This is an optimization exercise on Yosys and OpenROAD, whose aim is small area, not a production implementation.
Only simulation tests tie the RTL to the original design; equivalence was not proved.
Power figures rest on the tool's default switching activity, not on a simulated workload.

==> flow/flow/run.sh <==
#!/bin/bash
# Layout flow: the standard layout, on a netlist whose combinational logic
# is mapped by ABC for area. The flip-flops are those of the standard
# synthesis, with the same names and cell types; when a re-mapped netlist does
# not keep them, the standard synthesis netlist is used.
set -uo pipefail
W=$(pwd)
F=$W/flow
R=orfs/results/$FLOW_PLATFORM/AudDSP/base

# 1. the standard synthesis (reference for the flip-flops)
bash standard.sh synth > $W/log_synth_standard.txt 2>&1 || exit 1
cp $R/1_2_yosys.v $W/netlist_standard.v
cp orfs/reports/$FLOW_PLATFORM/AudDSP/base/synth_stat.txt $W/stat_standard.txt
best=$W/netlist_standard.v
best_area=$(sed -n 's/.*Chip area for module.*: *//p' $W/stat_standard.txt | head -1)
echo "standard: $best_area" > $W/log_choice.txt

# 2. the same synthesis script with an area-oriented ABC script in place of
#    the final ABC call and ripple-carry adders in place of Kogge-Stone ones;
#    "noabc" variants also skip the quick ABC pass of synth's fine step.
#    The variants run four at a time. area_s<N> scripts run ABC's deepsyn
#    with random seed N before mapping.
sed 's|log_cmd abc {\*}\$abc_args|log_cmd abc -script $::env(MY_ABC_SCRIPT) {*}[lrange $abc_args 2 end]|' \
  $FLOW_HOME/scripts/synth.tcl > $W/synth_area.tcl
sed "s|source \$::env(SCRIPTS_DIR)/synth.tcl|source $W/synth_area.tcl|" $W/synth_recipe.tcl > $W/synth_recipe_area.tcl
# Variant names: <mode>_<script>[_noha]; mode fast or noabc, script
# flow/area_<script>.script, _noha keeps extract_fa from making half adders
# (their cells are left out of this synthesis only).
variants="noabc_s51_noha noabc_e4_noha noabc_s37_noha noabc_s3_noha noabc_s1_noha noabc_s2_noha noabc_s4_noha noabc_s5_noha noabc_s6_noha noabc_s8_noha noabc_s9_noha noabc_s10_noha noabc_s12_noha noabc_s13_noha noabc_s14_noha noabc_s15_noha noabc_s16_noha noabc_s17_noha noabc_s18_noha noabc_s19_noha noabc_s20_noha noabc_b8_noha noabc_b8"
dont_use_noha="$(make -s -C $FLOW_HOME DESIGN_CONFIG=$W/config.mk WORK_HOME=$W/synth_probe print-DONT_USE_CELLS 2>/dev/null | sed -n 's/^DONT_USE_CELLS *[:=] *//p') sky130_fd_sc_hd__ha_1 sky130_fd_sc_hd__ha_2 sky130_fd_sc_hd__ha_4"
echo "dont_use for _noha: $dont_use_noha" > $W/log_dont_use.txt
# without the platform's own list, leave the _noha variants out
if (( $(echo $dont_use_noha | wc -w) < 10 )); then variants="noabc_b8"; fi
run_variant() {
  local v=$1
  local mode=${v%%_*}
  local rest=${v#*_}
  local script=${rest%%_*}
  local extra=("SYNTH_OPERATIONS_ARGS=-extra-map $F/ripple_lcu.v")
  [[ $mode == noabc ]] && extra+=(SYNTH_ARGS=-noabc)
  [[ $v == *_noha ]] && extra+=("DONT_USE_CELLS=$dont_use_noha")
  MY_ABC_SCRIPT=$F/area_$script.script make -C $FLOW_HOME DESIGN_CONFIG=$W/config.mk WORK_HOME=$W/synth_$v \
    CLKGATE_MAP_FILE= SYNTH_SCRIPT=$W/synth_recipe_area.tcl "${extra[@]}" synth > $W/log_synth_$v.txt 2>&1
}
n=0
for v in $variants; do
  run_variant $v &
  n=$((n + 1))
  if (( n % 4 == 0 )); then wait; fi
done
wait
for v in $variants; do
  cr=$W/synth_$v/results/$FLOW_PLATFORM/AudDSP/base
  st=$W/synth_$v/reports/$FLOW_PLATFORM/AudDSP/base/synth_stat.txt
  [[ -f $cr/1_2_yosys.v && -f $st ]] || { echo "$v: failed" >> $W/log_choice.txt; continue; }
  area=$(sed -n 's/.*Chip area for module.*: *//p' $st | head -1)
  if python3 $F/match.py $W/netlist_standard.v $cr/1_2_yosys.v $W/netlist_$v.v > $W/log_match_$v.txt 2>&1; then
    echo "$v: $area" >> $W/log_choice.txt
    if python3 -c "import sys; sys.exit(0 if float('$area') < float('$best_area') else 1)"; then
      best=$W/netlist_$v.v; best_area=$area
    fi
  else
    echo "$v: $area (flip-flops differ, not used)" >> $W/log_choice.txt
  fi
done
echo "chosen: $best ($best_area)" >> $W/log_choice.txt

# 3. the standard layout of the chosen netlist; ports buffered with buf_1,
#    and no dummy loads on the clock tree
rm -rf orfs
bash standard.sh SYNTH_NETLIST_FILES=$best "BUFFER_PORTS_ARGS=-buffer_cell sky130_fd_sc_hd__buf_1" \
  "CTS_ARGS=-sink_clustering_enable -repair_clock_nets -buf_list sky130_fd_sc_hd__clkbuf_8 -dont_use_dummy_load" finish \
  > $W/log_layout.txt 2>&1 && [[ -s out/final.def ]] && exit 0

# 4. if that layout failed, the standard layout as it is
echo "layout of the chosen netlist failed; standard layout" >> $W/log_choice.txt
rm -rf orfs out/final.def
bash standard.sh finish > $W/log_layout_standard.txt 2>&1
==> flow/flow/area_b8.script <==
strash
dc2
dc2
dch -f
amap
topo
dnsize
==> flow/flow/area_e4.script <==
strash
&get -n
&deepsyn -T 60
&put
&get -n
&deepsyn -T 60
&put
dch -f
amap
topo
dnsize
==> flow/flow/area_s1.script <==
strash
&get -n
&deepsyn -S 1 -T 60
&put
dc2
dch -f
amap
topo
dnsize
==> flow/flow/area_s10.script <==
strash
&get -n
&deepsyn -S 10 -T 60
&put
dc2
dch -f
amap
topo
dnsize
==> flow/flow/area_s12.script <==
strash
&get -n
&deepsyn -S 12 -T 60
&put
dc2
dch -f
amap
topo
dnsize
==> flow/flow/area_s13.script <==
strash
&get -n
&deepsyn -S 13 -T 60
&put
dc2
dch -f
amap
topo
dnsize
==> flow/flow/area_s14.script <==
strash
&get -n
&deepsyn -S 14 -T 60
&put
dc2
dch -f
amap
topo
dnsize
==> flow/flow/area_s15.script <==
strash
&get -n
&deepsyn -S 15 -T 60
&put
dc2
dch -f
amap
topo
dnsize
==> flow/flow/area_s16.script <==
strash
&get -n
&deepsyn -S 16 -T 60
&put
dc2
dch -f
amap
topo
dnsize
==> flow/flow/area_s17.script <==
strash
&get -n
&deepsyn -S 17 -T 60
&put
dc2
dch -f
amap
topo
dnsize
==> flow/flow/area_s18.script <==
strash
&get -n
&deepsyn -S 18 -T 60
&put
dc2
dch -f
amap
topo
dnsize
==> flow/flow/area_s19.script <==
strash
&get -n
&deepsyn -S 19 -T 60
&put
dc2
dch -f
amap
topo
dnsize
==> flow/flow/area_s2.script <==
strash
&get -n
&deepsyn -S 2 -T 60
&put
dc2
dch -f
amap
topo
dnsize
==> flow/flow/area_s20.script <==
strash
&get -n
&deepsyn -S 20 -T 60
&put
dc2
dch -f
amap
topo
dnsize
==> flow/flow/area_s3.script <==
strash
&get -n
&deepsyn -S 3 -T 60
&put
dc2
dch -f
amap
topo
dnsize
==> flow/flow/area_s37.script <==
strash
&get -n
&deepsyn -S 37 -T 60
&put
dc2
dch -f
amap
topo
dnsize
==> flow/flow/area_s4.script <==
strash
&get -n
&deepsyn -S 4 -T 60
&put
dc2
dch -f
amap
topo
dnsize
==> flow/flow/area_s5.script <==
strash
&get -n
&deepsyn -S 5 -T 60
&put
dc2
dch -f
amap
topo
dnsize
==> flow/flow/area_s51.script <==
strash
&get -n
&deepsyn -S 51 -T 60
&put
dc2
dch -f
amap
topo
dnsize
==> flow/flow/area_s6.script <==
strash
&get -n
&deepsyn -S 6 -T 60
&put
dc2
dch -f
amap
topo
dnsize
==> flow/flow/area_s8.script <==
strash
&get -n
&deepsyn -S 8 -T 60
&put
dc2
dch -f
amap
topo
dnsize
==> flow/flow/area_s9.script <==
strash
&get -n
&deepsyn -S 9 -T 60
&put
dc2
dch -f
amap
topo
dnsize
==> flow/flow/match.py <==
"""Give each flip-flop of a re-optimised netlist the instance name that the
standard synthesis gave the flip-flop driving the same Q net, and check that
both netlists hold the same flip-flops (same Q nets, same cell types).
usage: match.py STANDARD.v CUSTOM.v OUT.v ; exit status 1 when they differ."""
import re
import sys

FF = re.compile(r'^(\s*)(sky130_fd_sc_hd__(?:df|edf|sdf|sedf|dl(?!y))\w*)\s+(\\\S+\s|\S+)\s*\((.*?)\);', re.S | re.M)
QPIN = re.compile(r'\.Q\(\s*(\\\S+\s|[^\s()]+)\s*\)')


def ffs(text):
    out = {}
    for m in FF.finditer(text):
        cell, name, body = m.group(2), m.group(3).strip(), m.group(4)
        q = QPIN.search(body)
        if not q:
            sys.exit(f"no Q pin on {name}")
        net = q.group(1).strip()
        if net in out:
            sys.exit(f"two flip-flops drive {net}")
        out[net] = (name, cell, m)
    return out


std = open(sys.argv[1]).read()
cus = open(sys.argv[2]).read()
a, b = ffs(std), ffs(cus)
if set(a) != set(b):
    sys.exit(f"flip-flop Q nets differ: {sorted(set(a) ^ set(b))[:10]}")
for net in a:
    if a[net][1] != b[net][1]:
        sys.exit(f"cell type differs for {net}: {a[net][1]} vs {b[net][1]}")
names_std = {v[0] for v in a.values()}
if len(names_std) != len(a):
    sys.exit("duplicate flip-flop names in the standard netlist")
# every instance name in the custom netlist other than its flip-flops
others = set(re.findall(r'^\s*sky130_fd_sc_hd__\w+\s+(\\\S+\s|\S+)\s*\(', cus, re.M))
others = {o.strip() for o in others} - {v[0] for v in b.values()}
clash = names_std & others
for net in b:
    new, old = a[net][0], b[net][0]
    if new != old and not new.startswith('\\'):
        if re.search(r'(?<![\w$\\])' + re.escape(new) + r'(?![\w$])', cus):
            clash.add(new)
if clash:
    sys.exit(f"standard flip-flop names clash with other cells: {sorted(clash)[:5]}")
# rename, from the end so match offsets stay valid
edits = [(b[net][2], a[net][0]) for net in b]
edits.sort(key=lambda e: e[0].start(3), reverse=True)
out = cus
for m, new in edits:
    out = out[:m.start(3)] + new + ' ' + out[m.end(3):]
open(sys.argv[3], 'w').write(out)
renamed = sum(1 for net in b if b[net][0] != a[net][0])
print(f"{len(a)} flip-flops match; {renamed} renamed")
==> flow/flow/ripple_lcu.v <==
(* techmap_celltype = "$lcu" *)
module _80_lcu_ripple (P, G, CI, CO);
	parameter WIDTH = 2;

	(* force_downto *)
	input [WIDTH-1:0] P, G;
	input CI;

	(* force_downto *)
	output [WIDTH-1:0] CO;

	genvar i;
	generate
		for (i = 0; i < WIDTH; i = i + 1) begin : g
			if (i == 0) begin : g0
				assign CO[0] = G[0] | (P[0] & CI);
			end else begin : gi
				assign CO[i] = G[i] | (P[i] & CO[i-1]);
			end
		end
	endgenerate
endmodule
==> flow/standard.sh <==
#!/bin/bash
# synth_recipe.tcl (not shown) runs the flow's synth.tcl, then flattens the netlist and writes it again
# the make line also repeats each setting of config.mk as NAME=value (left out here)
make -C /OpenROAD-flow-scripts/flow DESIGN_CONFIG=/design/flow/config.mk WORK_HOME=/design/flow/orfs CLKGATE_MAP_FILE= SYNTH_SCRIPT=/design/flow/synth_recipe.tcl "${@:-finish}"
==> flow/config.mk <==
export PLATFORM = sky130hd
export DESIGN_NAME = AudDSP
export DESIGN_NICKNAME = AudDSP
export VERILOG_FILES = /design/flow/design.v
export SDC_FILE = /design/flow/constraint.sdc
export NUM_CORES = 4
export LEC_CHECK = 0
export CAP_MARGIN = 10
export CORE_MARGIN = 2
export CORE_UTILIZATION = 40
export CTS_BUF_LIST = sky130_fd_sc_hd__clkbuf_8
export GPL_TIMING_DRIVEN = 0
export SLEW_MARGIN = 10
==> flow/constraint.sdc <==
create_clock -name core_clock -period 100.0 [get_ports {i_clk}]
set_input_delay 20.0000 -clock core_clock [delete_from_list [all_inputs] [get_ports {i_clk}]]
set_output_delay 20.0000 -clock core_clock [all_outputs]
set_load 0.01 [all_outputs]
==> flow/design.v <==
module AudDSP (
    input i_rst_n,
    input i_clk,
    input i_start,
    input i_pause,
    input [2:0] i_speed,
    input i_is_slow,
    input i_slow_mode,
    input i_daclrck,
    input signed [15:0] i_sram_data,
    input [19:0] i_sram_stop_addr,
    output signed [15:0] o_dac_data,
    output o_en,
    output o_is_pause,
    output [19:0] o_sram_addr
);
    localparam S_IDLE  = 3'b000;
    localparam S_PAUSE = 3'b001;
    localparam S_EMPTY = 3'b010;
    localparam S_PLAY0 = 3'b100;
    reg [2:0]  state_r;
    reg        is_play_r;      
    reg [19:0] addr_r;
    reg [15:0] o_data_r;
    reg [15:0] sram_data_r;
    reg [2:0]  speed_r;
    reg        is_slow_r;
    reg        slow_mode_r;
    reg [3:0]  slow_counter_r;
    reg [15:0] sram_data_next_r;
    assign o_en = !i_daclrck;
    assign o_dac_data = o_data_r;
    assign o_sram_addr = addr_r;
    assign o_is_pause = !is_play_r;
    wire is_pause_r = !is_play_r;
    wire idle  = state_r == S_IDLE;
    wire pause = state_r == S_PAUSE;
    wire play  = state_r[2];
    wire play0 = state_r == 3'b100;
    wire play2 = state_r == 3'b110;
    wire play3 = state_r == 3'b111;
    wire sc_zero = slow_counter_r == 4'd0;
    wire fetch   = !is_slow_r || sc_zero;
    reg [2:0] state_w;
    always @(*) begin
        if (idle)             state_w = i_start ? S_PAUSE : S_IDLE;
        else if (is_pause_r)  state_w = S_PAUSE;
        else if (pause)       state_w = S_PLAY0;
        else if (!i_daclrck)  state_w = S_EMPTY;
        else if (!play)       state_w = S_PLAY0;
        else                  state_w = {1'b1, state_r[1:0] == 2'd3 ? 2'd3 : state_r[1:0] + 2'd1};
    end
    wire [2:0] addr_add = (play0 && !is_slow_r) ? speed_r : 3'd0;
    wire       addr_cin = play0 && fetch;
    wire [19:0] temp_addr;
    wire [20:0] temp_c;      
    wire [20:0] gt_c;        
    assign temp_c[0] = addr_cin;
    assign gt_c[0] = 1'b0;
    genvar j;
    generate
        for (j = 0; j < 20; j = j + 1) begin : g_addr
            wire inc_j = (j < 3) ? addr_add[j < 3 ? j : 0] : 1'b0;
            assign temp_addr[j] = addr_r[j] ^ inc_j ^ temp_c[j];
            assign temp_c[j+1] = (addr_r[j] & inc_j) | (temp_c[j] & (addr_r[j] ^ inc_j));
            assign gt_c[j+1] = (temp_addr[j] & !i_sram_stop_addr[j]) | (gt_c[j] & !(i_sram_stop_addr[j] & !temp_addr[j]));
        end
    endgenerate
    wire temp_cout = temp_c[20];
    wire temp_gt = gt_c[20];
    wire [19:0] addr_w = (temp_cout || temp_gt) ? 20'd0 : temp_addr;
    wire [15:0] interp;
    AudDSP_interp u_interp (
        .cur(sram_data_r), .nxt(sram_data_next_r),
        .k((is_slow_r && slow_mode_r) ? slow_counter_r : 4'd0),
        .sp(speed_r), .out(interp)
    );
    always @(posedge i_clk or negedge i_rst_n) begin
        if (!i_rst_n) begin
            state_r     <= S_IDLE;
            is_play_r   <= 1'b0;
            addr_r      <= 20'd0;
            o_data_r    <= 16'd0;
            sram_data_r <= 16'd0;
        end else begin
            state_r <= state_w;
            if (pause)                      is_play_r <= is_play_r || i_pause;
            else                            is_play_r <= is_play_r && !i_pause;
            addr_r <= addr_w;
            if (play3)                      o_data_r <= interp;
            if (play2 && fetch)             sram_data_r <= sram_data_next_r;
        end
    end
    always @(posedge i_clk) begin
        speed_r     <= i_speed;
        is_slow_r   <= i_is_slow;
        slow_mode_r <= i_slow_mode;
        if (pause || (play2 && fetch)) sram_data_next_r <= i_sram_data;
        if (pause) slow_counter_r <= 4'd0;
        else if (play && is_slow_r && i_daclrck)
            slow_counter_r <= (slow_counter_r == {1'b0, speed_r}) ? 4'd0 : slow_counter_r + 4'd1;
    end
endmodule
module AudDSP_interp (
    input  [15:0] cur,
    input  [15:0] nxt,
    input  [3:0]  k,
    input  [2:0]  sp,
    output [15:0] out
);
    genvar i, j;
    wire [16:0] diff;
    wire [16:0] dc;
    assign dc[0] = 1'b1;
    generate
        for (i = 0; i < 16; i = i + 1) begin : g_sub
            wire a = nxt[i];
            wire b = !cur[i];
            assign diff[i] = a ^ b ^ dc[i];
            assign dc[i+1] = (a & b) | (dc[i] & (a ^ b));
        end
    endgenerate
    assign diff[16] = nxt[15] ^ !cur[15] ^ dc[16];
    wire neg = diff[16];
    wire [20:0] acc [0:3];
    assign acc[0] = {3'd0, !(diff[16] & k[0]), diff[16] & k[0], diff[15:0] & {16{k[0]}}};
    generate
        for (j = 1; j < 4; j = j + 1) begin : g_row
            wire [20:0] row = {{(4 - j){1'b0}}, !(diff[16] & k[j]), diff[15:0] & {16{k[j]}}, {j{1'b0}}};
            wire [21:0] c;
            wire [20:0] s;
            assign c[j] = 1'b0;
            for (i = j; i < 17 + j; i = i + 1) begin : g_bit
                assign s[i] = acc[j-1][i] ^ row[i] ^ c[i];
                assign c[i+1] = (acc[j-1][i] & row[i]) | (c[i] & (acc[j-1][i] ^ row[i]));
            end
            if (j < 3) begin : g_mid
                assign acc[j] = {{(3 - j){1'b0}}, c[17 + j], s[16 + j:j], acc[j-1][j-1:0]};
            end else begin : g_last
                assign acc[j] = {!c[20], s[19:3], acc[2][2:0]};
            end
        end
    endgenerate
    wire [20:0] prod = acc[3];
    wire [2:0] rem [0:20];
    wire [15:0] quo;
    wire [2:0] nsp = ~sp;
    assign rem[20] = prod[20] ? sp : 3'd0;
    generate
        for (i = 19; i >= 0; i = i - 1) begin : g_div
            wire [3:0] t = {rem[i+1], prod[i]};
            wire c0 = t[0] & nsp[0];
            wire c1 = (t[1] & nsp[1]) | (c0 & (t[1] | nsp[1]));
            wire c2 = (t[2] & nsp[2]) | (c1 & (t[2] | nsp[2]));
            wire q = t[3] | c2;
            assign rem[i] = {t[2] ^ (q & (nsp[2] ^ c1)), t[1] ^ (q & (nsp[1] ^ c0)), t[0] ^ (q & nsp[0])};
            if (i < 16) begin : g_q
                assign quo[i] = q;
            end
        end
    endgenerate
    wire [16:0] oc;
    assign oc[0] = neg & (rem[0] != 3'd0);
    generate
        for (i = 0; i < 16; i = i + 1) begin : g_add
            assign out[i] = cur[i] ^ quo[i] ^ oc[i];
            assign oc[i+1] = (cur[i] & quo[i]) | (oc[i] & (cur[i] ^ quo[i]));
        end
    endgenerate
endmodule
==> results.json <==
{
  "crit_path_top_delay_cell": "buf_1",
  "crit_family": "buffers and inverters",
  "slew_violations": 0,
  "max_freq_mhz": 24.80,
  "syn2layout_area_growth_pct": 11.55,
  "critPathMaxFanout": 3,
  "cts_tree": "built",
  "via_per_inst": 4.993,
  "syn_inst": 758,
  "grt_antenna_before_repair": 0,
  "htreeDepth": 3,
  "rows": 46,
  "cts.hold.buffers_added": 0,
  "drive_gt1_share_pct": 1.993,
  "io_buffers": 83,
  "grt_max_degree": 40,
  "die_height_um": 132,
  "drcViolationCount": 0,
  "setup_viol": 0,
  "firstDrtPassIters": 5,
  "r2r_slack_ps": 62910,
  "cts_buffers": 9,
  "multi_input_area_um2": 4144,
  "clkSlewWorstSetupHoldPaths_ps": 60,
  "hpwl_mm": 11.22,
  "cts.path.max_buffers": 2,
  "critPathCapture": "o_en",
  "seq_area_um2": 2064,
  "drt_iter0_drc": 316,
  "overflow": 0,
  "reg2reg_depth": 161,
  "endpoint_kind": "primary output",
  "worstMarginPinSlew_ps": 945.1,
  "design.core.area_um2": 15940,
  "cts_sinks": 81,
  "critPathArrivalTime_ps": 20320,
  "required_ps": 80000,
  "worstSkewPairLatency_ps": 360,
  "criticalPathCategory": "primary input to primary output",
  "grt_pass1_vias": 5066,
  "die_area_um2": 17420,
  "cp_num_buf_inv": 3,
  "slew_headroom_pct": 36.91,
  "wl_per_cell_um": 12.92,
  "cp-startpoint": "i_daclrck",
  "start_kind": "primary input",
  "layout.nets": 982,
  "start_util_pct": 41.11,
  "synth_nets": 885,
  "period_minus_slack_ps": 40320,
  "drt-total-wl_mm": 13.81,
  "cts_resized": 0,
  "dpl_cell_area_um2": 7184,
  "die_w_um": 132,
  "finalCritPeriodShare_pct": 40.32,
  "cts_setup_buffers": 0,
  "hp-class": "flop to flop",
  "n_antenna_cell": 0,
  "maxCapViolations": 0,
  "max_stage_delay_ps": 130,
  "leakagePower_nw": 2.910,
  "avgSynthCellArea_um2": 8.646,
  "r2r-start": "sram_data_r[0]",
  "fin_skew_ps": 24.30,
  "crit_chain": "buf_1 > clkinv_1 > buf_1",
  "power_density_nw_per_um2": 31.40,
  "cpMostUsedCell": "buf_1",
  "timing.rr.end": "o_data_r[15]",
  "grt_usage_pct": 17.11,
  "layout_common_cells": "194 x nor2_1, 95 x clkinv_1, 82 x buf_1, 81 x fa_1, 79 x o21ai_0",
  "clockRootBuffer": "clkbuf_8",
  "vias": 5337,
  "irDropWorstVdd_mv": 0.01579,
  "hold_viol_final": 0,
  "place.gp.congestion": 0.8116,
  "yosysWarnings": 0,
  "worst-path-stages": 3,
  "num_io_pins": 84,
  "tns_ps": 0,
  "syn_area_um2": 6554,
  "rsz0062_at_grt": "false",
  "layout_commonest_cell": "nor2_1",
  "status": "complete, no violations",
  "nFillCells": 1577,
  "grt_pass1_wl_mm": 24.32,
  "ant_nets": 0,
  "fin_area_um2": 7311
}
## stage by stage
| stage | hold slack [ps] | std cells | utilization (%) | setup slack, ps | total power, mW |
|---|---|---|---|---|---|
| global route | 528.9 | 1069 | 45.86 | 59010 | 0.2606 |
| CTS | 509.0 | 1069 | 45.84 | 59660 | 0.2325 |
| floorplan | 468.3 | 758 | - | 59920 | 0.1765 |
| global placement | 490.8 | 1057 | 44.76 | 59660 | 0.2115 |
| detailed placement | 494.0 | 1060 | 45.06 | 59660 | 0.2130 |
| finish | 500.4 | 1069 | 45.86 | 59680 | 0.2296 |
## flip-flops by register name (all words and copies together) (netlist names), named ones only
signal / flops
state_r: 3
slow_mode_r: 1
is_slow_r: 1
slow_counter_r: 4
sram_data_r: 16
addr_r: 20
sram_data_next_r: 16
o_data_r: 16
speed_r: 3
## layout make-up
cell class	count	area share, %
multi-input combinational	582	56.68
sequential	81	28.24
inverter	95	4.878
timing repair buffer	86	4.809
tap	216	3.697
clock buffer	9	1.694
## layer usage
metal / vias to the layer above / GRT usage (%) / part of all wire [%]
li1: 2777 / - / -
met5: - / 0 / 0
met4: 0 / 3.804 / 1.0
met3: 10 / 5.113 / 6.3
met2: 106 / 24.65 / 41
met1: 2444 / 25.42 / 52
## worst min path at each step
stage,startpoint,endpoint,slack [ps],cells after the start
6_report,o_data_r[5],o_data_r[5],500,1
5_1_grt,o_data_r[6],o_data_r[6],530,1
4_1_cts,slow_counter_r[3],slow_counter_r[3],510,1
3_5_place_dp,slow_counter_r[3],slow_counter_r[3],490,1
3_3_place_gp,o_data_r[5],o_data_r[5],490,1
2_1_floorplan,slow_counter_r[3],slow_counter_r[3],470,1
## power breakdown
part           switching [mW]  internal, mW  leakage [nW]
sequential             0.0114        0.0465         0.912
clock                  0.0102       0.00804        0.0647
combinational          0.0898        0.0636          1.93
total                   0.111         0.118          2.91

[afterwards: timing with drivers on the ports]
The results above use ideal ports. As a check the final layout listed here was re-extracted and re-timed, cells and wires unchanged. Step 1 assumes that a clkbuf_16 drives the clock port and a buf_2 every other input. Step 2 times the ports against the registers' clock, not the clock port: input delays grow and output delays shrink by t, the midpoint of the rising clock arrivals with the driver on. Three values: ideal ports, drivers, drivers and shift; two values: the first two.
t, ns: 0.382
setup WS [ns]: 59.675 / 59.651 / 59.651
hold slack, ns: 0.500 / 0.500 / 0.500
clock arrival spread, ns: 0.025 / 0.025
After both steps setup and hold are still met in this run. The setup slack of this run moves by -0.024 ns with the drivers and by -0.024 ns with both steps.
